Context: an optimization exercise on an open-source flow, tuned for small area. The choices shown serve that exercise and are no tape-out recipe.
The RTL was checked by simulation tests, not by an equivalence proof against the original design.
Power is estimated from default activity; no workload was simulated.

## flow/design.v (module list and top-level ports; edited modules follow where they fit)
// module O22AI: 5 lines
// module A22OI: 5 lines
// module NOR2: 5 lines
// module NAND2: 5 lines
// module NOR3B: 5 lines
// module NOR2B: 5 lines
// module NAND2B: 5 lines
// module O2BB2AI: 5 lines
// module A22O: 5 lines
// module O22A: 5 lines
// module A21OI: 5 lines
// module A221OI: 5 lines
// module O221AI: 5 lines
// module CFGV: 11 lines
// module NOR2V: 8 lines
// module ANDNV: 8 lines
// module PEOUT: 10 lines
// module IOSEL: 9 lines
// module SW4: 11 lines
// module SW5: 12 lines
// module SW6: 12 lines
// module XBN: 11 lines
// module XBP: 12 lines
// module FA: 6 lines
// module XNOR2: 5 lines
// module XOR2: 5 lines
// module O21AI: 5 lines
// module O211AI: 5 lines
// module INV: 5 lines
// module GI: 5 lines
// module GP: 5 lines
// module OR2: 5 lines
// module ALU: 637 lines
// module Core: 360 lines
module Core(clk, reset, config_en, config_in, config_out, in0, in1, in2, in3, in4, in5, in6, in7, out0, out1, out2, out3, out4, out5, out6, out7);
  // ...
==> flow/flow/run.sh <==
#!/bin/bash
# Own layout flow: the standard ORFS flow, except that
#  * synthesis maps the combinational logic with an area-oriented ABC script
#    (flow/abc_area.script) instead of ORFS's delay-oriented one; every other
#    synthesis pass (register mapping, flattening, renaming) is the standard flow's own;
#  * the ORFS variables listed in flow/extra_args (one NAME=value per line) are
#    passed to make on top of the standard flow's settings; a line DONT_USE_ADD=cells adds
#    cells to the platform's DONT_USE_CELLS list.
# The rest (floorplan, placement, CTS, routing, final) is the standard flow,
# run through a copy of the standard.sh. Each tool writes its full log under
# orfs/logs/ as usual; make's own output goes to flow.log.
set -euo pipefail
HERE=$(pwd)
FLOWDIR=$HERE/flow
mkdir -p $HERE/custom
# ORFS synth.tcl with the final technology-mapping abc call using our script
sed 's#^\(\s*\)log_cmd abc {\*}\$abc_args$#\1log_cmd abc {*}[lreplace $abc_args 1 1 '"$FLOWDIR"'/abc_area.script]#' \
    $FLOW_HOME/scripts/synth.tcl > $HERE/custom/synth.tcl
grep -q "abc_area.script\]" $HERE/custom/synth.tcl
# The standard flow's synthesis wrapper, sourcing the patched synth.tcl
sed 's#source \$::env(SCRIPTS_DIR)/synth.tcl#source '"$HERE"'/custom/synth.tcl#' synth_recipe.tcl > $HERE/custom/synth_recipe.tcl
grep -q "custom/synth.tcl" $HERE/custom/synth_recipe.tcl
# standard.sh with our synthesis script
sed 's#SYNTH_SCRIPT=[^ ]*synth_recipe.tcl#SYNTH_SCRIPT='"$HERE"'/custom/synth_recipe.tcl#' standard.sh > $HERE/custom/standard.sh
grep -q "custom/synth_recipe.tcl" $HERE/custom/standard.sh
EXTRA=()
if [[ -f $FLOWDIR/extra_args ]]; then
  while IFS= read -r line; do
    [[ -z "$line" || "$line" == \#* ]] && continue
    if [[ "$line" == DONT_USE_ADD=* ]]; then
      base=$(make --no-print-directory -C $FLOW_HOME DESIGN_CONFIG=$FLOW_CONFIG WORK_HOME=$HERE/orfs print-DONT_USE_CELLS 2>/dev/null | sed -n 's/^DONT_USE_CELLS: //p')
      [[ -n "$base" ]]
      EXTRA+=("DONT_USE_CELLS=$base ${line#DONT_USE_ADD=}")
    else
      EXTRA+=("$line")
    fi
  done < $FLOWDIR/extra_args
fi
printf '%s\n' "${EXTRA[@]}" > $HERE/custom/extra_args.used
bash $HERE/custom/standard.sh "${EXTRA[@]}" finish > $HERE/flow.log 2>&1
==> flow/flow/abc_area.script <==
&get -n
&st
&dch
&nf -p -R 1000 -F 8 -A 4 -C 32
&put
==> flow/flow/extra_args <==
CTS_ARGS=-sink_clustering_enable -repair_clock_nets -dont_use_dummy_load -sink_clustering_size 22 -sink_clustering_max_diameter 80
DONT_USE_ADD=sky130_fd_sc_hd__o21ai_0 sky130_fd_sc_hd__and2_0 sky130_fd_sc_hd__or2_0 sky130_fd_sc_hd__a21boi_0 sky130_fd_sc_hd__o311ai_0 sky130_fd_sc_hd__a2111oi_0 sky130_fd_sc_hd__a21bo_1 sky130_fd_sc_hd__a31o_1 sky130_fd_sc_hd__and4bb_1 sky130_fd_sc_hd__inv_1 sky130_fd_sc_hd__mux2_1 sky130_fd_sc_hd__mux4_1 sky130_fd_sc_hd__o211a_1 sky130_fd_sc_hd__o21ba_1 sky130_fd_sc_hd__o221a_1 sky130_fd_sc_hd__or2_1 sky130_fd_sc_hd__or3b_1 sky130_fd_sc_hd__or4b_1
BUFFER_PORTS_ARGS=-buffer_cell sky130_fd_sc_hd__buf_1
==> flow/standard.sh <==
#!/bin/bash
# synth_recipe.tcl (not shown) runs the flow's synth.tcl, then flattens the netlist and writes it again
# the make line also repeats each setting of config.mk as NAME=value (left out here)
make -C /OpenROAD-flow-scripts/flow DESIGN_CONFIG=/design/flow/config.mk WORK_HOME=/design/flow/orfs CLKGATE_MAP_FILE= SYNTH_SCRIPT=/design/flow/synth_recipe.tcl "${@:-finish}"
==> flow/config.mk <==
export PLATFORM = sky130hd
export DESIGN_NAME = Core
export DESIGN_NICKNAME = Core
export VERILOG_FILES = /design/flow/design.v
export SDC_FILE = /design/flow/constraint.sdc
export NUM_CORES = 8
export LEC_CHECK = 0
export CAP_MARGIN = 25
export CORE_MARGIN = 2
export CORE_UTILIZATION = 40
export PLACE_DENSITY = 0.7
export SLEW_MARGIN = 25
export SYNTH_HIERARCHICAL = 1
==> flow/constraint.sdc <==
create_clock -name core_clock -period 10.0 [get_ports {clk}]
set_input_delay 2.0000 -clock core_clock [delete_from_list [all_inputs] [get_ports {clk}]]
set_output_delay 2.0000 -clock core_clock [all_outputs]
set_load 0.01 [all_outputs]
==> impl_metrics.toml, run 1 <==
[status]
status = "no timing/DRC/antenna violations"

[cells_and_area]
drive_gt1_share_pct = 10.2
multi_input_area_share_pct = 68.7
fillers = 30083
finalNonFillerCells = 19168
inverters = 98

[timing]
setup_tns_ns = 0
worst_slack_ns = 0.426

[worst_setup_path]
r2r_start = "cfg[21]"
critPathSlowestCell = "o22ai_4"
ff2ff_path_depth = 31
crit_required_ns = 10.74
crit_type = "reg2reg"
max_stage_delay_ns = 0.91
startpoint = "cfg[21]"
critPathLaunchType = "flop"
cp_max_fo = 16

[pwr]
intPower_w = 0.0232
leakagePower_nw = 46.3
comb_power_share_pct = 76.3
netSwitchingPower_w = 0.0309
maxPowerGroup = "combinational logic"

[place]
dpl_cell_area_um2 = 139000
place_inst = 18966

[grt]
grt_use_met3_pct = 16.7
top_usage_layer = "met2"
antenna_found_initial = 42

[routing]
dr.max_layer_used = "met5"
dr_wl_met2_mm = 250
m1WireLength_mm = 224
drt_iter0_drc = 24564
antenna_left = 0

[synth]
synth_flop_cell = "dfrtp_1"
synth_top_family_by_area = "compound AO/OA/AOI/OAI gates"
yosys-top-cells-area = "dfrtp_1, fa_1, nand2_1"
syn_area_per_cell_um2 = 9.09
muxShareOfSynthArea_pct = 0.618
post-synth-top-count-cell = "nand2_1"
ys_top_cells_by_count = "nand2_1, fa_1, o22ai_1"
seq_area_frac_synth_pct = 22.8
ys_ff_latch = 1136

[clocking]
clock_latency_ns = 0.93

[die]
ios = 261
dieArea_um2 = 316000

[flow_run]
drv_cap = 0
==> module ALU, before the edit <==
module ALU(op, an, bn, y);
	input [3:0] op;
	input [15:0] an, bn;
	output [15:0] y;
	wire o_add = (op == 4'd0);
	wire o_sub = (op == 4'd1);
	wire o_mul = (op == 4'd2);
	wire o_and = (op == 4'd3);
	wire o_or  = (op == 4'd4);
	wire o_xor = (op == 4'd5);
	wire o_shl = (op == 4'd6);
	wire o_shr = (op == 4'd7);
	wire o_pa  = (op == 4'd8);
	wire o_pb  = (op == 4'd9);
	wire o_sh = o_shl | o_shr;
	wire o_one = o_add | o_sub;
	wire big = ~&bn[15:4];
	wire t00 = o_sub;                               
	wire t01 = o_add | o_or | o_xor | o_pb;         
	wire t10 = o_or | o_xor | o_pa | o_sub;         
	wire t11 = o_add | o_and | o_or | o_pb | o_pa;  
	wire [3:0] lo = {bn[1:0] == 2'd0, bn[1:0] == 2'd1, bn[1:0] == 2'd2, bn[1:0] == 2'd3};
	wire [3:0] hi = {4{o_sh}} & {bn[3:2] == 2'd0, bn[3:2] == 2'd1, bn[3:2] == 2'd2, bn[3:2] == 2'd3};
	wire kill = o_sh & big;
	wire so1 = o_shr | kill;
	wire so2 = ~o_shr | kill;
	wire cinn = ~o_sub;
	wire [15:0] x, yv, w, rn, decn;
	wire shrn = ~o_shr;
	wire muln = ~o_mul;
	wire onen = ~o_one;
	genvar i;
	generate for (i = 0; i < 16; i = i + 1) begin : g
		O22AI xm(.a1(o_shr), .a2(an[i]), .b1(shrn), .b2(an[15 - i]), .y(x[i]));
		O22AI ym(.a1(so1), .a2(rn[i]), .b1(so2), .b2(rn[15 - i]), .y(y[i]));
		NAND2 dn(.a(lo[i % 4]), .b(hi[i / 4]), .y(decn[i]));
		if (i == 0) begin : y0
			O211AI yg(.a1(muln), .a2(bn[i]), .b1(decn[i]), .c1(onen), .y(yv[i]));
		end else begin : yi
			O21AI yg(.a1(muln), .a2(bn[i]), .b1(decn[i]), .y(yv[i]));
		end
		assign w[i] = an[i] ? (bn[i] ? t00 : t01) : (bn[i] ? t10 : t11);
	end endgenerate
	wire wn0 = ~w[0];
	wire [15:0] ppn0;
	wire [14:0] ppn1;
	wire [13:0] ppn2;
	wire [12:0] ppn3;
	wire [11:0] ppn4;
	wire [10:0] ppn5;
	wire [9:0] ppn6;
	wire [8:0] ppn7;
	wire [7:0] ppn8;
	wire [6:0] ppn9;
	wire [5:0] ppn10;
	wire [4:0] ppn11;
	wire [3:0] ppn12;
	wire [2:0] ppn13;
	wire [1:0] ppn14;
	wire [0:0] ppn15;
	assign ppn0[0] = ~(x[0] & yv[0]);
	assign ppn0[1] = ~(x[1] & yv[0]);
	assign ppn0[2] = ~(x[2] & yv[0]);
	assign ppn0[3] = ~(x[3] & yv[0]);
	assign ppn0[4] = ~(x[4] & yv[0]);
	assign ppn0[5] = ~(x[5] & yv[0]);
	assign ppn0[6] = ~(x[6] & yv[0]);
	assign ppn0[7] = ~(x[7] & yv[0]);
	assign ppn0[8] = ~(x[8] & yv[0]);
	assign ppn0[9] = ~(x[9] & yv[0]);
	assign ppn0[10] = ~(x[10] & yv[0]);
	assign ppn0[11] = ~(x[11] & yv[0]);
	assign ppn0[12] = ~(x[12] & yv[0]);
	assign ppn0[13] = ~(x[13] & yv[0]);
	assign ppn0[14] = ~(x[14] & yv[0]);
	assign ppn0[15] = ~(x[15] & yv[0]);
	assign ppn1[0] = ~((x[0] & yv[1]) | w[1]);
	assign ppn1[1] = ~((x[1] & yv[1]) | w[2]);
	assign ppn1[2] = ~((x[2] & yv[1]) | w[3]);
	assign ppn1[3] = ~((x[3] & yv[1]) | w[4]);
	assign ppn1[4] = ~((x[4] & yv[1]) | w[5]);
	assign ppn1[5] = ~((x[5] & yv[1]) | w[6]);
	assign ppn1[6] = ~((x[6] & yv[1]) | w[7]);
	assign ppn1[7] = ~((x[7] & yv[1]) | w[8]);
	assign ppn1[8] = ~((x[8] & yv[1]) | w[9]);
	assign ppn1[9] = ~((x[9] & yv[1]) | w[10]);
	assign ppn1[10] = ~((x[10] & yv[1]) | w[11]);
	assign ppn1[11] = ~((x[11] & yv[1]) | w[12]);
	assign ppn1[12] = ~((x[12] & yv[1]) | w[13]);
	assign ppn1[13] = ~((x[13] & yv[1]) | w[14]);
	assign ppn1[14] = ~((x[14] & yv[1]) | w[15]);
	assign ppn2[0] = ~(x[0] & yv[2]);
	assign ppn2[1] = ~(x[1] & yv[2]);
	assign ppn2[2] = ~(x[2] & yv[2]);
	assign ppn2[3] = ~(x[3] & yv[2]);
	assign ppn2[4] = ~(x[4] & yv[2]);
	assign ppn2[5] = ~(x[5] & yv[2]);
	assign ppn2[6] = ~(x[6] & yv[2]);
	assign ppn2[7] = ~(x[7] & yv[2]);
	assign ppn2[8] = ~(x[8] & yv[2]);
	assign ppn2[9] = ~(x[9] & yv[2]);
	assign ppn2[10] = ~(x[10] & yv[2]);
	assign ppn2[11] = ~(x[11] & yv[2]);
	assign ppn2[12] = ~(x[12] & yv[2]);
	assign ppn2[13] = ~(x[13] & yv[2]);
	assign ppn3[0] = ~(x[0] & yv[3]);
	assign ppn3[1] = ~(x[1] & yv[3]);
	assign ppn3[2] = ~(x[2] & yv[3]);
	assign ppn3[3] = ~(x[3] & yv[3]);
	assign ppn3[4] = ~(x[4] & yv[3]);
	assign ppn3[5] = ~(x[5] & yv[3]);
	assign ppn3[6] = ~(x[6] & yv[3]);
	assign ppn3[7] = ~(x[7] & yv[3]);
	assign ppn3[8] = ~(x[8] & yv[3]);
	assign ppn3[9] = ~(x[9] & yv[3]);
	assign ppn3[10] = ~(x[10] & yv[3]);
	assign ppn3[11] = ~(x[11] & yv[3]);
	assign ppn3[12] = ~(x[12] & yv[3]);
	assign ppn4[0] = ~(x[0] & yv[4]);
	assign ppn4[1] = ~(x[1] & yv[4]);
	assign ppn4[2] = ~(x[2] & yv[4]);
	assign ppn4[3] = ~(x[3] & yv[4]);
	assign ppn4[4] = ~(x[4] & yv[4]);
	assign ppn4[5] = ~(x[5] & yv[4]);
	assign ppn4[6] = ~(x[6] & yv[4]);
	assign ppn4[7] = ~(x[7] & yv[4]);
	assign ppn4[8] = ~(x[8] & yv[4]);
	assign ppn4[9] = ~(x[9] & yv[4]);
	assign ppn4[10] = ~(x[10] & yv[4]);
	assign ppn4[11] = ~(x[11] & yv[4]);
	assign ppn5[0] = ~(x[0] & yv[5]);
	assign ppn5[1] = ~(x[1] & yv[5]);
	assign ppn5[2] = ~(x[2] & yv[5]);
	assign ppn5[3] = ~(x[3] & yv[5]);
	assign ppn5[4] = ~(x[4] & yv[5]);
	assign ppn5[5] = ~(x[5] & yv[5]);
	assign ppn5[6] = ~(x[6] & yv[5]);
	assign ppn5[7] = ~(x[7] & yv[5]);
	assign ppn5[8] = ~(x[8] & yv[5]);
	assign ppn5[9] = ~(x[9] & yv[5]);
	assign ppn5[10] = ~(x[10] & yv[5]);
	assign ppn6[0] = ~(x[0] & yv[6]);
	assign ppn6[1] = ~(x[1] & yv[6]);
	assign ppn6[2] = ~(x[2] & yv[6]);
	assign ppn6[3] = ~(x[3] & yv[6]);
	assign ppn6[4] = ~(x[4] & yv[6]);
	assign ppn6[5] = ~(x[5] & yv[6]);
	assign ppn6[6] = ~(x[6] & yv[6]);
	assign ppn6[7] = ~(x[7] & yv[6]);
	assign ppn6[8] = ~(x[8] & yv[6]);
	assign ppn6[9] = ~(x[9] & yv[6]);
	assign ppn7[0] = ~(x[0] & yv[7]);
	assign ppn7[1] = ~(x[1] & yv[7]);
	assign ppn7[2] = ~(x[2] & yv[7]);
	assign ppn7[3] = ~(x[3] & yv[7]);
	assign ppn7[4] = ~(x[4] & yv[7]);
	assign ppn7[5] = ~(x[5] & yv[7]);
	assign ppn7[6] = ~(x[6] & yv[7]);
	assign ppn7[7] = ~(x[7] & yv[7]);
	assign ppn7[8] = ~(x[8] & yv[7]);
	assign ppn8[0] = ~(x[0] & yv[8]);
	assign ppn8[1] = ~(x[1] & yv[8]);
	assign ppn8[2] = ~(x[2] & yv[8]);
	assign ppn8[3] = ~(x[3] & yv[8]);
	assign ppn8[4] = ~(x[4] & yv[8]);
	assign ppn8[5] = ~(x[5] & yv[8]);
	assign ppn8[6] = ~(x[6] & yv[8]);
	assign ppn8[7] = ~(x[7] & yv[8]);
	assign ppn9[0] = ~(x[0] & yv[9]);
	assign ppn9[1] = ~(x[1] & yv[9]);
	assign ppn9[2] = ~(x[2] & yv[9]);
	assign ppn9[3] = ~(x[3] & yv[9]);
	assign ppn9[4] = ~(x[4] & yv[9]);
	assign ppn9[5] = ~(x[5] & yv[9]);
	assign ppn9[6] = ~(x[6] & yv[9]);
	assign ppn10[0] = ~(x[0] & yv[10]);
	assign ppn10[1] = ~(x[1] & yv[10]);
	assign ppn10[2] = ~(x[2] & yv[10]);
	assign ppn10[3] = ~(x[3] & yv[10]);
	assign ppn10[4] = ~(x[4] & yv[10]);
	assign ppn10[5] = ~(x[5] & yv[10]);
	assign ppn11[0] = ~(x[0] & yv[11]);
	assign ppn11[1] = ~(x[1] & yv[11]);
	assign ppn11[2] = ~(x[2] & yv[11]);
	assign ppn11[3] = ~(x[3] & yv[11]);
	assign ppn11[4] = ~(x[4] & yv[11]);
	assign ppn12[0] = ~(x[0] & yv[12]);
	assign ppn12[1] = ~(x[1] & yv[12]);
	assign ppn12[2] = ~(x[2] & yv[12]);
	assign ppn12[3] = ~(x[3] & yv[12]);
	assign ppn13[0] = ~(x[0] & yv[13]);
	assign ppn13[1] = ~(x[1] & yv[13]);
	assign ppn13[2] = ~(x[2] & yv[13]);
	assign ppn14[0] = ~(x[0] & yv[14]);
	assign ppn14[1] = ~(x[1] & yv[14]);
	assign ppn15[0] = ~(x[0] & yv[15]);
	wire n1;
	wire n2;
	XNOR2 hx2(.a(ppn0[13]), .b(ppn10[3]), .y(n1));
	OR2 ho2(.a(ppn0[13]), .b(ppn10[3]), .y(n2));
	wire n3;
	wire n4;
	FA fa4(.a(ppn0[14]), .b(ppn10[4]), .c(ppn11[3]), .s(n3), .co(n4));
	wire n5;
	wire n6;
	XNOR2 hx6(.a(ppn12[2]), .b(ppn13[1]), .y(n5));
	OR2 ho6(.a(ppn12[2]), .b(ppn13[1]), .y(n6));
	wire n7;
	wire n8;
	XNOR2 hx8(.a(ppn0[9]), .b(ppn2[7]), .y(n7));
	OR2 ho8(.a(ppn0[9]), .b(ppn2[7]), .y(n8));
	wire n9;
	wire n10;
	FA fa10(.a(ppn0[10]), .b(ppn10[0]), .c(ppn2[8]), .s(n9), .co(n10));
	wire n11;
	wire n12;
	XNOR2 hx12(.a(ppn3[7]), .b(ppn4[6]), .y(n11));
	OR2 ho12(.a(ppn3[7]), .b(ppn4[6]), .y(n12));
	wire n13;
	wire n14;
	FA fa14(.a(ppn0[11]), .b(ppn10[1]), .c(ppn11[0]), .s(n13), .co(n14));
	wire n15;
	wire n16;
	FA fa16(.a(ppn2[9]), .b(ppn3[8]), .c(ppn4[7]), .s(n15), .co(n16));
	wire n17;
	wire n18;
	XNOR2 hx18(.a(ppn5[6]), .b(ppn6[5]), .y(n17));
	OR2 ho18(.a(ppn5[6]), .b(ppn6[5]), .y(n18));
	wire n19;
	wire n20;
	FA fa20(.a(ppn0[12]), .b(ppn10[2]), .c(ppn11[1]), .s(n19), .co(n20));
	wire n21;
	wire n22;
	FA fa22(.a(ppn12[0]), .b(ppn2[10]), .c(ppn3[9]), .s(n21), .co(n22));
	wire n23;
	wire n24;
	FA fa24(.a(ppn4[8]), .b(ppn5[7]), .c(ppn6[6]), .s(n23), .co(n24));
	wire n25;
	wire n26;
	XNOR2 hx26(.a(ppn7[5]), .b(ppn8[4]), .y(n25));
	OR2 ho26(.a(ppn7[5]), .b(ppn8[4]), .y(n26));
	wire n27;
	wire n28;
	FA fa28(.a(ppn11[2]), .b(ppn12[1]), .c(ppn13[0]), .s(n27), .co(n28));
	wire n29;
	wire n30;
	FA fa30(.a(ppn2[11]), .b(ppn3[10]), .c(ppn4[9]), .s(n29), .co(n30));
	wire n31;
	wire n32;
	FA fa32(.a(ppn5[8]), .b(ppn6[7]), .c(ppn7[6]), .s(n31), .co(n32));
	wire n33;
	wire n34;
	FA fa34(.a(ppn8[5]), .b(ppn9[4]), .c(ppn1[12]), .s(n33), .co(n34));
	wire n35;
	wire n36;
	FA fa36(.a(ppn14[0]), .b(ppn2[12]), .c(ppn3[11]), .s(n35), .co(n36));
	wire n37;
	wire n38;
	FA fa38(.a(ppn4[10]), .b(ppn5[9]), .c(ppn6[8]), .s(n37), .co(n38));
	wire n39;
	wire n40;
	FA fa40(.a(ppn7[7]), .b(ppn8[6]), .c(ppn9[5]), .s(n39), .co(n40));
	wire n41;
	wire n42;
	FA fa42(.a(ppn1[13]), .b(n2), .c(n5), .s(n41), .co(n42));
	wire n43;
	wire n44;
	XNOR2 hx44(.a(ppn0[6]), .b(ppn2[4]), .y(n43));
	OR2 ho44(.a(ppn0[6]), .b(ppn2[4]), .y(n44));
	wire n45;
	wire n46;
	FA fa46(.a(ppn0[7]), .b(ppn2[5]), .c(ppn3[4]), .s(n45), .co(n46));
	wire n47;
	wire n48;
	XNOR2 hx48(.a(ppn4[3]), .b(ppn5[2]), .y(n47));
	OR2 ho48(.a(ppn4[3]), .b(ppn5[2]), .y(n48));
	wire n49;
	wire n50;
	FA fa50(.a(ppn0[8]), .b(ppn2[6]), .c(ppn3[5]), .s(n49), .co(n50));
	wire n51;
	wire n52;
	FA fa52(.a(ppn4[4]), .b(ppn5[3]), .c(ppn6[2]), .s(n51), .co(n52));
	wire n53;
	wire n54;
	XNOR2 hx54(.a(ppn7[1]), .b(ppn8[0]), .y(n53));
	OR2 ho54(.a(ppn7[1]), .b(ppn8[0]), .y(n54));
	wire n55;
	wire n56;
	FA fa56(.a(ppn3[6]), .b(ppn4[5]), .c(ppn5[4]), .s(n55), .co(n56));
	wire n57;
	wire n58;
	FA fa58(.a(ppn6[3]), .b(ppn7[2]), .c(ppn8[1]), .s(n57), .co(n58));
	wire n59;
	wire n60;
	FA fa60(.a(ppn9[0]), .b(ppn1[8]), .c(n7), .s(n59), .co(n60));
	wire n61;
	wire n62;
	FA fa62(.a(ppn5[5]), .b(ppn6[4]), .c(ppn7[3]), .s(n61), .co(n62));
	wire n63;
	wire n64;
	FA fa64(.a(ppn8[2]), .b(ppn9[1]), .c(ppn1[9]), .s(n63), .co(n64));
	wire n65;
	wire n66;
	FA fa66(.a(n8), .b(n11), .c(n9), .s(n65), .co(n66));
	wire n67;
	wire n68;
	FA fa68(.a(ppn7[4]), .b(ppn8[3]), .c(ppn9[2]), .s(n67), .co(n68));
	wire n69;
	wire n70;
	FA fa70(.a(ppn1[10]), .b(n12), .c(n17), .s(n69), .co(n70));
	wire n71;
	wire n72;
	FA fa72(.a(n10), .b(n13), .c(n15), .s(n71), .co(n72));
	wire n73;
	wire n74;
	FA fa74(.a(ppn9[3]), .b(ppn1[11]), .c(n18), .s(n73), .co(n74));
	wire n75;
	wire n76;
	FA fa76(.a(n25), .b(n14), .c(n16), .s(n75), .co(n76));
	wire n77;
	wire n78;
	FA fa78(.a(n19), .b(n21), .c(n23), .s(n77), .co(n78));
	wire n79;
	wire n80;
	FA fa80(.a(n26), .b(n1), .c(n20), .s(n79), .co(n80));
	wire n81;
	wire n82;
	FA fa82(.a(n22), .b(n24), .c(n27), .s(n81), .co(n82));
	wire n83;
	wire n84;
	FA fa84(.a(n29), .b(n31), .c(n33), .s(n83), .co(n84));
	wire n85;
	wire n86;
	FA fa86(.a(n28), .b(n30), .c(n32), .s(n85), .co(n86));
	wire n87;
	wire n88;
	FA fa88(.a(n3), .b(n35), .c(n37), .s(n87), .co(n88));
	wire n89;
	wire n90;
	FA fa90(.a(n39), .b(n34), .c(n41), .s(n89), .co(n90));
	wire n91;
	wire n92;
	XNOR2 hx92(.a(ppn0[4]), .b(ppn2[2]), .y(n91));
	OR2 ho92(.a(ppn0[4]), .b(ppn2[2]), .y(n92));
	wire n93;
	wire n94;
	FA fa94(.a(ppn0[5]), .b(ppn2[3]), .c(ppn3[2]), .s(n93), .co(n94));
	wire n95;
	wire n96;
	XNOR2 hx96(.a(ppn4[1]), .b(ppn5[0]), .y(n95));
	OR2 ho96(.a(ppn4[1]), .b(ppn5[0]), .y(n96));
	wire n97;
	wire n98;
	FA fa98(.a(ppn3[3]), .b(ppn4[2]), .c(ppn5[1]), .s(n97), .co(n98));
	wire n99;
	wire n100;
	FA fa100(.a(ppn6[0]), .b(ppn1[5]), .c(n43), .s(n99), .co(n100));
	wire n101;
	wire n102;
	FA fa102(.a(ppn6[1]), .b(ppn7[0]), .c(ppn1[6]), .s(n101), .co(n102));
	wire n103;
	wire n104;
	FA fa104(.a(n44), .b(n47), .c(n45), .s(n103), .co(n104));
	wire n105;
	wire n106;
	FA fa106(.a(ppn1[7]), .b(n48), .c(n53), .s(n105), .co(n106));
	wire n107;
	wire n108;
	FA fa108(.a(n46), .b(n49), .c(n51), .s(n107), .co(n108));
	wire n109;
	wire n110;
	FA fa110(.a(n54), .b(n50), .c(n52), .s(n109), .co(n110));
	wire n111;
	wire n112;
	FA fa112(.a(n55), .b(n57), .c(n59), .s(n111), .co(n112));
	wire n113;
	wire n114;
	FA fa114(.a(n56), .b(n58), .c(n61), .s(n113), .co(n114));
	wire n115;
	wire n116;
	FA fa116(.a(n63), .b(n60), .c(n65), .s(n115), .co(n116));
	wire n117;
	wire n118;
	FA fa118(.a(n62), .b(n67), .c(n64), .s(n117), .co(n118));
	wire n119;
	wire n120;
	FA fa120(.a(n69), .b(n66), .c(n71), .s(n119), .co(n120));
	wire n121;
	wire n122;
	FA fa122(.a(n68), .b(n70), .c(n73), .s(n121), .co(n122));
	wire n123;
	wire n124;
	FA fa124(.a(n72), .b(n75), .c(n77), .s(n123), .co(n124));
	wire n125;
	wire n126;
	FA fa126(.a(n74), .b(n76), .c(n78), .s(n125), .co(n126));
	wire n127;
	wire n128;
	FA fa128(.a(n79), .b(n81), .c(n83), .s(n127), .co(n128));
	wire n129;
	wire n130;
	FA fa130(.a(n80), .b(n82), .c(n85), .s(n129), .co(n130));
	wire n131;
	wire n132;
	FA fa132(.a(n84), .b(n87), .c(n89), .s(n131), .co(n132));
	wire n133;
	wire n134;
	XNOR2 hx134(.a(ppn0[3]), .b(ppn2[1]), .y(n133));
	OR2 ho134(.a(ppn0[3]), .b(ppn2[1]), .y(n134));
	wire n135;
	wire n136;
	FA fa136(.a(ppn3[1]), .b(ppn4[0]), .c(ppn1[3]), .s(n135), .co(n136));
	wire n137;
	wire n138;
	FA fa138(.a(ppn1[4]), .b(n92), .c(n95), .s(n137), .co(n138));
	wire n139;
	wire n140;
	FA fa140(.a(n96), .b(n94), .c(n97), .s(n139), .co(n140));
	wire n141;
	wire n142;
	FA fa142(.a(n98), .b(n101), .c(n100), .s(n141), .co(n142));
	wire n143;
	wire n144;
	FA fa144(.a(n102), .b(n105), .c(n104), .s(n143), .co(n144));
	wire n145;
	wire n146;
	FA fa146(.a(n106), .b(n108), .c(n109), .s(n145), .co(n146));
	wire n147;
	wire n148;
	FA fa148(.a(n110), .b(n113), .c(n112), .s(n147), .co(n148));
	wire n149;
	wire n150;
	FA fa150(.a(n114), .b(n117), .c(n116), .s(n149), .co(n150));
	wire n151;
	wire n152;
	FA fa152(.a(n118), .b(n121), .c(n120), .s(n151), .co(n152));
	wire n153;
	wire n154;
	FA fa154(.a(n122), .b(n124), .c(n125), .s(n153), .co(n154));
	wire n155;
	wire n156;
	FA fa156(.a(n126), .b(n129), .c(n128), .s(n155), .co(n156));
	wire n157;
	wire n158;
	XNOR2 hx158(.a(cinn), .b(ppn0[0]), .y(n157));
	OR2 ho158(.a(cinn), .b(ppn0[0]), .y(n158));
	wire n159;
	wire n160;
	XNOR2 hx160(.a(ppn0[1]), .b(ppn1[0]), .y(n159));
	OR2 ho160(.a(ppn0[1]), .b(ppn1[0]), .y(n160));
	wire n161;
	wire n162;
	FA fa162(.a(ppn0[2]), .b(ppn2[0]), .c(ppn1[1]), .s(n161), .co(n162));
	wire n163;
	wire n164;
	FA fa164(.a(ppn3[0]), .b(ppn1[2]), .c(n133), .s(n163), .co(n164));
	wire n165;
	wire n166;
	FA fa166(.a(n134), .b(n91), .c(n135), .s(n165), .co(n166));
	wire n167;
	wire n168;
	FA fa168(.a(n93), .b(n136), .c(n137), .s(n167), .co(n168));
	wire n169;
	wire n170;
	FA fa170(.a(n138), .b(n99), .c(n139), .s(n169), .co(n170));
	wire n171;
	wire n172;
	FA fa172(.a(n140), .b(n103), .c(n141), .s(n171), .co(n172));
	wire n173;
	wire n174;
	FA fa174(.a(n107), .b(n142), .c(n143), .s(n173), .co(n174));
	wire n175;
	wire n176;
	FA fa176(.a(n111), .b(n144), .c(n145), .s(n175), .co(n176));
	wire n177;
	wire n178;
	FA fa178(.a(n146), .b(n115), .c(n147), .s(n177), .co(n178));
	wire n179;
	wire n180;
	FA fa180(.a(n119), .b(n148), .c(n149), .s(n179), .co(n180));
	wire n181;
	wire n182;
	FA fa182(.a(n123), .b(n150), .c(n151), .s(n181), .co(n182));
	wire n183;
	wire n184;
	FA fa184(.a(n127), .b(n152), .c(n153), .s(n183), .co(n184));
	wire n185;
	wire n186;
	FA fa186(.a(n131), .b(n154), .c(n155), .s(n185), .co(n186));
	wire n187;
	wire n188;
	XNOR2 hx188(.a(wn0), .b(n157), .y(n187));
	OR2 ho188(.a(wn0), .b(n157), .y(n188));
	wire n189;
	wire n190;
	FA fa190(.a(n158), .b(n159), .c(n188), .s(n189), .co(n190));
	wire n191;
	wire n192;
	FA fa192(.a(n160), .b(n161), .c(n190), .s(n191), .co(n192));
	wire n193;
	wire n194;
	FA fa194(.a(n162), .b(n163), .c(n192), .s(n193), .co(n194));
	wire n195;
	wire n196;
	FA fa196(.a(n164), .b(n165), .c(n194), .s(n195), .co(n196));
	wire n197;
	wire n198;
	FA fa198(.a(n166), .b(n167), .c(n196), .s(n197), .co(n198));
	wire n199;
	wire n200;
	FA fa200(.a(n168), .b(n169), .c(n198), .s(n199), .co(n200));
	wire n201;
	wire n202;
	FA fa202(.a(n170), .b(n171), .c(n200), .s(n201), .co(n202));
	wire n203;
	wire n204;
	FA fa204(.a(n172), .b(n173), .c(n202), .s(n203), .co(n204));
	wire n205;
	wire n206;
	FA fa206(.a(n174), .b(n175), .c(n204), .s(n205), .co(n206));
	wire g10 = ~(n176 | n177);
	wire tp10 = ~(n176 & n177);
	wire h10;
	XOR2 px10(.a(n176), .b(n177), .y(h10));
	wire g11 = ~(n178 | n179);
	wire tp11 = ~(n178 & n179);
	wire h11;
	XOR2 px11(.a(n178), .b(n179), .y(h11));
	wire g12 = ~(n180 | n181);
	wire tp12 = ~(n180 & n181);
	wire h12;
	XOR2 px12(.a(n180), .b(n181), .y(h12));
	wire g13 = ~(n182 | n183);
	wire tp13 = ~(n182 & n183);
	wire h13;
	XOR2 px13(.a(n182), .b(n183), .y(h13));
	wire g14 = ~(n184 | n185);
	wire tp14 = ~(n184 & n185);
	wire h14;
	XOR2 px14(.a(n184), .b(n185), .y(h14));
	wire n207;
	INV iv207(.a(n206), .y(n207));
	wire n208;
	GI gi208(.gh(g10), .th(tp10), .gl(n207), .y(n208));
	wire n209;
	GI gi209(.gh(g12), .th(tp12), .gl(g11), .y(n209));
	wire n210;
	assign n210 = ~(tp12 & tp11);
	wire n211;
	GI gi211(.gh(g14), .th(tp14), .gl(g13), .y(n211));
	wire n212;
	assign n212 = ~(tp14 & tp13);
	wire n213;
	INV iv213(.a(n208), .y(n213));
	wire n214;
	GI gi214(.gh(g11), .th(tp11), .gl(n213), .y(n214));
	wire n215;
	GP gp215(.gh(n209), .th(n210), .gl(n208), .y(n215));
	wire n216;
	GI gi216(.gh(g13), .th(tp13), .gl(n215), .y(n216));
	wire n217;
	INV iv217(.a(n215), .y(n217));
	wire n218;
	GP gp218(.gh(n211), .th(n212), .gl(n217), .y(n218));
	wire n219;
	XOR2 xo219(.a(ppn0[15]), .b(ppn10[5]), .y(n219));
	wire n220;
	XOR2 xo220(.a(ppn11[4]), .b(ppn12[3]), .y(n220));
	wire n221;
	XOR2 xo221(.a(ppn13[2]), .b(ppn14[1]), .y(n221));
	wire n222;
	XOR2 xo222(.a(ppn15[0]), .b(ppn2[13]), .y(n222));
	wire n223;
	XOR2 xo223(.a(ppn3[12]), .b(ppn4[11]), .y(n223));
	wire n224;
	XOR2 xo224(.a(ppn5[10]), .b(ppn6[9]), .y(n224));
	wire n225;
	XOR2 xo225(.a(ppn7[8]), .b(ppn8[7]), .y(n225));
	wire n226;
	XOR2 xo226(.a(ppn9[6]), .b(ppn1[14]), .y(n226));
	wire n227;
	XOR2 xo227(.a(n219), .b(n220), .y(n227));
	wire n228;
	XOR2 xo228(.a(n221), .b(n222), .y(n228));
	wire n229;
	XOR2 xo229(.a(n223), .b(n224), .y(n229));
	wire n230;
	XOR2 xo230(.a(n225), .b(n6), .y(n230));
	wire n231;
	XOR2 xo231(.a(n226), .b(n227), .y(n231));
	wire n232;
	XOR2 xo232(.a(n228), .b(n229), .y(n232));
	wire n233;
	XOR2 xo233(.a(n230), .b(n36), .y(n233));
	wire n234;
	XOR2 xo234(.a(n38), .b(n4), .y(n234));
	wire n235;
	XOR2 xo235(.a(n40), .b(n231), .y(n235));
	wire n236;
	XOR2 xo236(.a(n232), .b(n233), .y(n236));
	wire n237;
	XOR2 xo237(.a(n234), .b(n42), .y(n237));
	wire n238;
	XOR2 xo238(.a(n235), .b(n236), .y(n238));
	wire n239;
	XOR2 xo239(.a(n86), .b(n237), .y(n239));
	wire n240;
	XOR2 xo240(.a(n88), .b(n238), .y(n240));
	wire n241;
	XOR2 xo241(.a(n239), .b(n90), .y(n241));
	wire n242;
	XOR2 xo242(.a(n240), .b(n130), .y(n242));
	wire n243;
	XOR2 xo243(.a(n241), .b(n242), .y(n243));
	wire n244;
	XOR2 xo244(.a(n132), .b(n243), .y(n244));
	wire n245;
	XOR2 xo245(.a(n244), .b(n156), .y(n245));
	wire n246;
	XOR2 xo246(.a(n245), .b(n186), .y(n246));
	assign rn[0] = n187;
	assign rn[1] = n189;
	assign rn[2] = n191;
	assign rn[3] = n193;
	assign rn[4] = n195;
	assign rn[5] = n197;
	assign rn[6] = n199;
	assign rn[7] = n201;
	assign rn[8] = n203;
	assign rn[9] = n205;
	assign rn[10] = (h10 ^ n206);
	assign rn[11] = (h11 ^ n208);
	assign rn[12] = (h12 ^ n214);
	assign rn[13] = ~(h13 ^ n215);
	assign rn[14] = (h14 ^ n216);
	assign rn[15] = (n246 ^ n218);
endmodule
==> run 2: changes to the inputs <==
--- a/flow/design.v
+++ b/flow/design.v
@@ -735,10 +735,8 @@
 	FA fa206(.a(n174), .b(n175), .c(n204), .s(n205), .co(n206));
-	wire g10 = ~(n176 | n177);
-	wire tp10 = ~(n176 & n177);
-	wire h10;
-	XOR2 px10(.a(n176), .b(n177), .y(h10));
-	wire g11 = ~(n178 | n179);
-	wire tp11 = ~(n178 & n179);
-	wire h11;
-	XOR2 px11(.a(n178), .b(n179), .y(h11));
+	wire n207;
+	wire n208;
+	FA fa208(.a(n176), .b(n177), .c(n206), .s(n207), .co(n208));
+	wire n209;
+	wire n210;
+	FA fa210(.a(n178), .b(n179), .c(n208), .s(n209), .co(n210));
 	wire g12 = ~(n180 | n181);
@@ -755,20 +753,12 @@
 	XOR2 px14(.a(n184), .b(n185), .y(h14));
-	wire n207;
-	INV iv207(.a(n206), .y(n207));
-	wire n208;
-	GI gi208(.gh(g10), .th(tp10), .gl(n207), .y(n208));
-	wire n209;
-	GI gi209(.gh(g12), .th(tp12), .gl(g11), .y(n209));
-	wire n210;
-	assign n210 = ~(tp12 & tp11);
 	wire n211;
-	GI gi211(.gh(g14), .th(tp14), .gl(g13), .y(n211));
+	INV iv211(.a(n210), .y(n211));
 	wire n212;
-	assign n212 = ~(tp14 & tp13);
+	GI gi212(.gh(g12), .th(tp12), .gl(n211), .y(n212));
 	wire n213;
-	INV iv213(.a(n208), .y(n213));
+	GI gi213(.gh(g14), .th(tp14), .gl(g13), .y(n213));
 	wire n214;
-	GI gi214(.gh(g11), .th(tp11), .gl(n213), .y(n214));
+	assign n214 = ~(tp14 & tp13);
 	wire n215;
-	GP gp215(.gh(n209), .th(n210), .gl(n208), .y(n215));
+	INV iv215(.a(n212), .y(n215));
 	wire n216;
@@ -776,61 +766,59 @@
 	wire n217;
-	INV iv217(.a(n215), .y(n217));
+	GP gp217(.gh(n213), .th(n214), .gl(n212), .y(n217));
 	wire n218;
-	GP gp218(.gh(n211), .th(n212), .gl(n217), .y(n218));
+	XOR2 xo218(.a(ppn0[15]), .b(ppn10[5]), .y(n218));
 	wire n219;
-	XOR2 xo219(.a(ppn0[15]), .b(ppn10[5]), .y(n219));
+	XOR2 xo219(.a(ppn11[4]), .b(ppn12[3]), .y(n219));
 	wire n220;
-	XOR2 xo220(.a(ppn11[4]), .b(ppn12[3]), .y(n220));
+	XOR2 xo220(.a(ppn13[2]), .b(ppn14[1]), .y(n220));
 	wire n221;
-	XOR2 xo221(.a(ppn13[2]), .b(ppn14[1]), .y(n221));
+	XOR2 xo221(.a(ppn15[0]), .b(ppn2[13]), .y(n221));
 	wire n222;
-	XOR2 xo222(.a(ppn15[0]), .b(ppn2[13]), .y(n222));
+	XOR2 xo222(.a(ppn3[12]), .b(ppn4[11]), .y(n222));
 	wire n223;
-	XOR2 xo223(.a(ppn3[12]), .b(ppn4[11]), .y(n223));
+	XOR2 xo223(.a(ppn5[10]), .b(ppn6[9]), .y(n223));
 	wire n224;
-	XOR2 xo224(.a(ppn5[10]), .b(ppn6[9]), .y(n224));
+	XOR2 xo224(.a(ppn7[8]), .b(ppn8[7]), .y(n224));
 	wire n225;
-	XOR2 xo225(.a(ppn7[8]), .b(ppn8[7]), .y(n225));
+	XOR2 xo225(.a(ppn9[6]), .b(ppn1[14]), .y(n225));
 	wire n226;
-	XOR2 xo226(.a(ppn9[6]), .b(ppn1[14]), .y(n226));
+	XOR2 xo226(.a(n218), .b(n219), .y(n226));
 	wire n227;
-	XOR2 xo227(.a(n219), .b(n220), .y(n227));
+	XOR2 xo227(.a(n220), .b(n221), .y(n227));
 	wire n228;
-	XOR2 xo228(.a(n221), .b(n222), .y(n228));
+	XOR2 xo228(.a(n222), .b(n223), .y(n228));
 	wire n229;
-	XOR2 xo229(.a(n223), .b(n224), .y(n229));
+	XOR2 xo229(.a(n224), .b(n6), .y(n229));
 	wire n230;
-	XOR2 xo230(.a(n225), .b(n6), .y(n230));
+	XOR2 xo230(.a(n225), .b(n226), .y(n230));
 	wire n231;
-	XOR2 xo231(.a(n226), .b(n227), .y(n231));
+	XOR2 xo231(.a(n227), .b(n228), .y(n231));
 	wire n232;
-	XOR2 xo232(.a(n228), .b(n229), .y(n232));
+	XOR2 xo232(.a(n229), .b(n36), .y(n232));
 	wire n233;
-	XOR2 xo233(.a(n230), .b(n36), .y(n233));
+	XOR2 xo233(.a(n38), .b(n4), .y(n233));
 	wire n234;
-	XOR2 xo234(.a(n38), .b(n4), .y(n234));
+	XOR2 xo234(.a(n40), .b(n230), .y(n234));
 	wire n235;
-	XOR2 xo235(.a(n40), .b(n231), .y(n235));
+	XOR2 xo235(.a(n231), .b(n232), .y(n235));
 	wire n236;
-	XOR2 xo236(.a(n232), .b(n233), .y(n236));
+	XOR2 xo236(.a(n233), .b(n42), .y(n236));
 	wire n237;
-	XOR2 xo237(.a(n234), .b(n42), .y(n237));
+	XOR2 xo237(.a(n234), .b(n235), .y(n237));
 	wire n238;
-	XOR2 xo238(.a(n235), .b(n236), .y(n238));
+	XOR2 xo238(.a(n86), .b(n236), .y(n238));
 	wire n239;
-	XOR2 xo239(.a(n86), .b(n237), .y(n239));
+	XOR2 xo239(.a(n88), .b(n237), .y(n239));
 	wire n240;
-	XOR2 xo240(.a(n88), .b(n238), .y(n240));
+	XOR2 xo240(.a(n238), .b(n90), .y(n240));
 	wire n241;
-	XOR2 xo241(.a(n239), .b(n90), .y(n241));
+	XOR2 xo241(.a(n239), .b(n130), .y(n241));
 	wire n242;
-	XOR2 xo242(.a(n240), .b(n130), .y(n242));
+	XOR2 xo242(.a(n240), .b(n241), .y(n242));
 	wire n243;
-	XOR2 xo243(.a(n241), .b(n242), .y(n243));
+	XOR2 xo243(.a(n132), .b(n242), .y(n243));
 	wire n244;
-	XOR2 xo244(.a(n132), .b(n243), .y(n244));
+	XOR2 xo244(.a(n243), .b(n156), .y(n244));
 	wire n245;
-	XOR2 xo245(.a(n244), .b(n156), .y(n245));
-	wire n246;
-	XOR2 xo246(.a(n245), .b(n186), .y(n246));
+	XOR2 xo245(.a(n244), .b(n186), .y(n245));
 	assign rn[0] = n187;
@@ -845,8 +833,8 @@
 	assign rn[9] = n205;
-	assign rn[10] = (h10 ^ n206);
-	assign rn[11] = (h11 ^ n208);
-	assign rn[12] = (h12 ^ n214);
-	assign rn[13] = ~(h13 ^ n215);
+	assign rn[10] = n207;
+	assign rn[11] = n209;
+	assign rn[12] = (h12 ^ n210);
+	assign rn[13] = (h13 ^ n212);
 	assign rn[14] = (h14 ^ n216);
-	assign rn[15] = (n246 ^ n218);
+	assign rn[15] = (n245 ^ n217);
 endmodule
==> impl_metrics.toml, run 2 <==
[cells_and_area]
final_cell_mix = "nand2_1, fa_1, dfrtp_1"
drive_gt1_share_pct = 10.9
layout.nets = 16402
fin_util_pct = 45.9
largest_reg_flops = 368
final_common_cell = "nand2_1"
top_register = "cfg"
areaGrowthSynthToFinish_pct = 14.1

[worst_setup_path]
crit_family = "adder cells"
end_kind = "flop"
ff2ff_path_depth = 26
arrival_ns = 10.35
critPathLaunchType = "flop"
r2r-end = "alu_q10[0]"
startpoint = "cfg[63]"
r2r_start = "cfg[63]"
crit_type = "reg2reg"
critPathSlowestCell = "o22ai_2"
max_stage_delay_ns = 1.06
critical_path_buf_inv_count = 4
cp_max_fo = 10
critPathMostFrequentCell = "fa_1"
r2r_setup_slack_ns = 0.25
cp-endpoint = "alu_q10[0]"
crit_required_ns = 10.60
cp.depth = 26

[die]
core_um2 = 309000
std_cell_rows = 204
die_h_um = 561
ios = 261
dieArea_um2 = 315000
die_w_um = 561
start_util_pct = 40.2

[place]
port-buffer-count = 260
gp_congestion = 1.07
hpwlAfterDp_mm = 478

[routing]
drt_first_pass_iters = 14
drt_iter0_drc = 24050
finalWirelength_mm = 643
wire_per_inst_um = 33.9
route.detailed.drc = 0
vias = 134251
antenna_left = 0
vias_per_cell = 7.07

[pwr]
peakVddDrop_uv = 213
leakagePower_nw = 46.2
p_per_area_nw_per_um2 = 377

[clocking]
htree_num_levels = 3
root_buffer = "clkbuf_16"
cts_buffers = 95
tritoncts = "yes"
clock_latency_ns = 0.80
cts_max_path_buffers = 3
ctsHoldBuffers = 0
cts_sinks = 1136
clkSlewWorstSetupHoldPaths_ns = 0.08

[synth]
ys_async_sr_fraction_pct = 100
seq_area_frac_synth_pct = 22.9
synth_cell_types = 35
yosysWarnings = 7
synth_cells = 13506
yosysTopAreaCell = "fa_1"
synthesis.area_um2 = 124000
synth.top_cell.area_share_pct = 23.2
syn_area_per_cell_um2 = 9.19
syn-num-nets = 15078
post-synth-top-count-cell = "nand2_1"
synth_edf_count = 0
ys_top_cells_by_count = "nand2_1, fa_1, o22ai_1"
yosys-top-cells-area = "fa_1, dfrtp_1, nand2_1"
ys_ff_latch = 1136
synth_flop_cell = "dfrtp_1"

[timing]
slew_headroom_pct = 12.6
tightest_slew_ns = 1.31
final-setup-viol-count = 0
fmax_mhz = 103
setup_tns_ns = 0
period_share_pct = 97.5
slew_viol_final = 0
final_hold_viol_count = 0
skew_ns = 0.0834
rsz0062_at_grt = "no"
period_minus_slack_ns = 9.75

[grt]
grt_max_degree = 184
antenna_found_initial = 47
grt_pass1_wl_mm = 916
grt_pass1_vias = 126459
grt_use_met2_pct = 55.9
grtUsageMet1_pct = 48.3
top_usage_layer = "met2"
gr-usage-all-layers_pct = 39.6
gr-total-overflow = 0
grt_use_met3_pct = 14.7

[status]
status = "no timing/DRC/antenna violations"

[min_path]
min_path_cells = 1
hold_class = "reg2reg"

[flow_run]
drv_cap = 0
-- run 2: cell count changes after synthesis, sizes merged, moves of 32 or more --
cell    change
nand2     -112
a211oi     +64
a21oi      -64
xor2       -48
fa         +32
o211ai     -32
-- run 2: power breakdown --
part           switching, W  internal (W)  total, W
Combinational        0.0261        0.0148    0.0409
Sequential          0.00245       0.00658   0.00903
Clock               0.00187       0.00166   0.00354
-- run 2: logic make-up after synthesis --
kind of cell	Yosys count	share of synthesized area, %
compound gates	5608	32.3
xor+xnor	816	5.76
fa+ha+maj	1440	23.2
buf+inv	82	0.248
flops	1136	22.9
mux	72	0.621
simple gates	4352	14.9
-- run 2: cell type report --
cell class	count	area, um2
fill	30044	167000
multi-input combinational	12288	96900
sequential	1136	28400
timing repair buffer	1227	8340
tap	4120	5150
clock buffer	95	2380
inverter	82	342
antenna	30	75.1
-- run 2: Yosys stat by module, one instance, submodules excluded, excerpt --
| module | cells inside | flops+latches | cell area [um2] |
|---|---|---|---|
| NOR2B | 1 | 0 | 6.26 |
| O22A | 1 | 0 | 8.76 |
| GP | 1 | 0 | 5.00 |
| GI | 1 | 0 | 5.00 |
| NOR2 | 1 | 0 | 3.75 |
| NAND2 | 1 | 0 | 3.75 |
| OR2 | 1 | 0 | 6.26 |
| Core | 1601 | 1136 | 31400 |
| O22AI | 1 | 0 | 6.26 |
| A22O | 1 | 0 | 8.76 |
| PEOUT | 1 | 0 | 3.75 |
| XOR2 | 1 | 0 | 8.76 |
| O211AI | 1 | 0 | 7.51 |
-- run 2: how the worst min path moves through the flow --
| stage | start | to | slack (ns) |
|---|---|---|---|
| after CTS | cfg[274] | cfg[274] | 0.52 |
| final | cfg[274] | cfg[274] | 0.52 |
| after global routing | cfg[257] | cfg[257] | 0.54 |
| after detailed placement | cfg[274] | cfg[274] | 0.51 |
| after global placement | cfg[277] | cfg[277] | 0.50 |
| after floorplan | cfg[272] | cfg[272] | 0.48 |
-- run 2: what timing repair did --
action | 4_1_cts | 5_1_grt
setup buffers | 0 | 3
endpoints found under the setup margin | 0 | 18
resized for setup | 0 | 5
-- run 2: stage by stage --
stage / hold slack, ns / cells / setup slack [ns] / total power [W] / instance area, um2
after floorplan: 0.478 / 13506 / 0.858 / 0.0312 / 124000
after global placement: 0.498 / 18802 / 0.537 / 0.0472 / 138000
after detailed placement: 0.505 / 18817 / 0.307 / 0.0477 / 139000
after CTS: 0.523 / 18912 / 0.270 / 0.0514 / 141000
after global routing: 0.537 / 18953 / 0.0233 / 0.0555 / 142000
final: 0.523 / 18978 / 0.249 / 0.0534 / 142000
-- run 2: layer usage --
metal / wire length [um] / part of all wire (%) / vias to the layer above
met5: 960 / 0.15 / -
met4: 65300 / 10 / 39
met3: 87100 / 14 / 2589
met2: 262000 / 41 / 10206
met1: 228000 / 35 / 66350
li1: - / - / 55067

-- afterwards: timing with drivers on the ports --
The flow's constraints put no driver on any port. The routed layouts listed below were extracted and timed again, unchanged, in two steps. Step 1 (the two cells are an assumption about what drives the block):
set clk [get_ports {clk}]
set_driving_cell -lib_cell sky130_fd_sc_hd__clkbuf_16 $clk
set_driving_cell -lib_cell sky130_fd_sc_hd__buf_2 [delete_from_list [all_inputs] $clk]
Step 2 also shifts input and output timing later by t, the mid clock arrival at the registers, as if the neighbouring blocks saw the same clock. Slacks: ideal / step 1 / step 2; pairs: ideal / step 1.
run | t (ns) | setup slack, ns | worst setup path at the end
run 1 | 0.980 | 0.426 / 0.426 / 0.426 | register to register
run 2 | 0.857 | 0.249 / 0.249 / 0.249 | register to register
After both steps setup and hold are still met in every run listed.
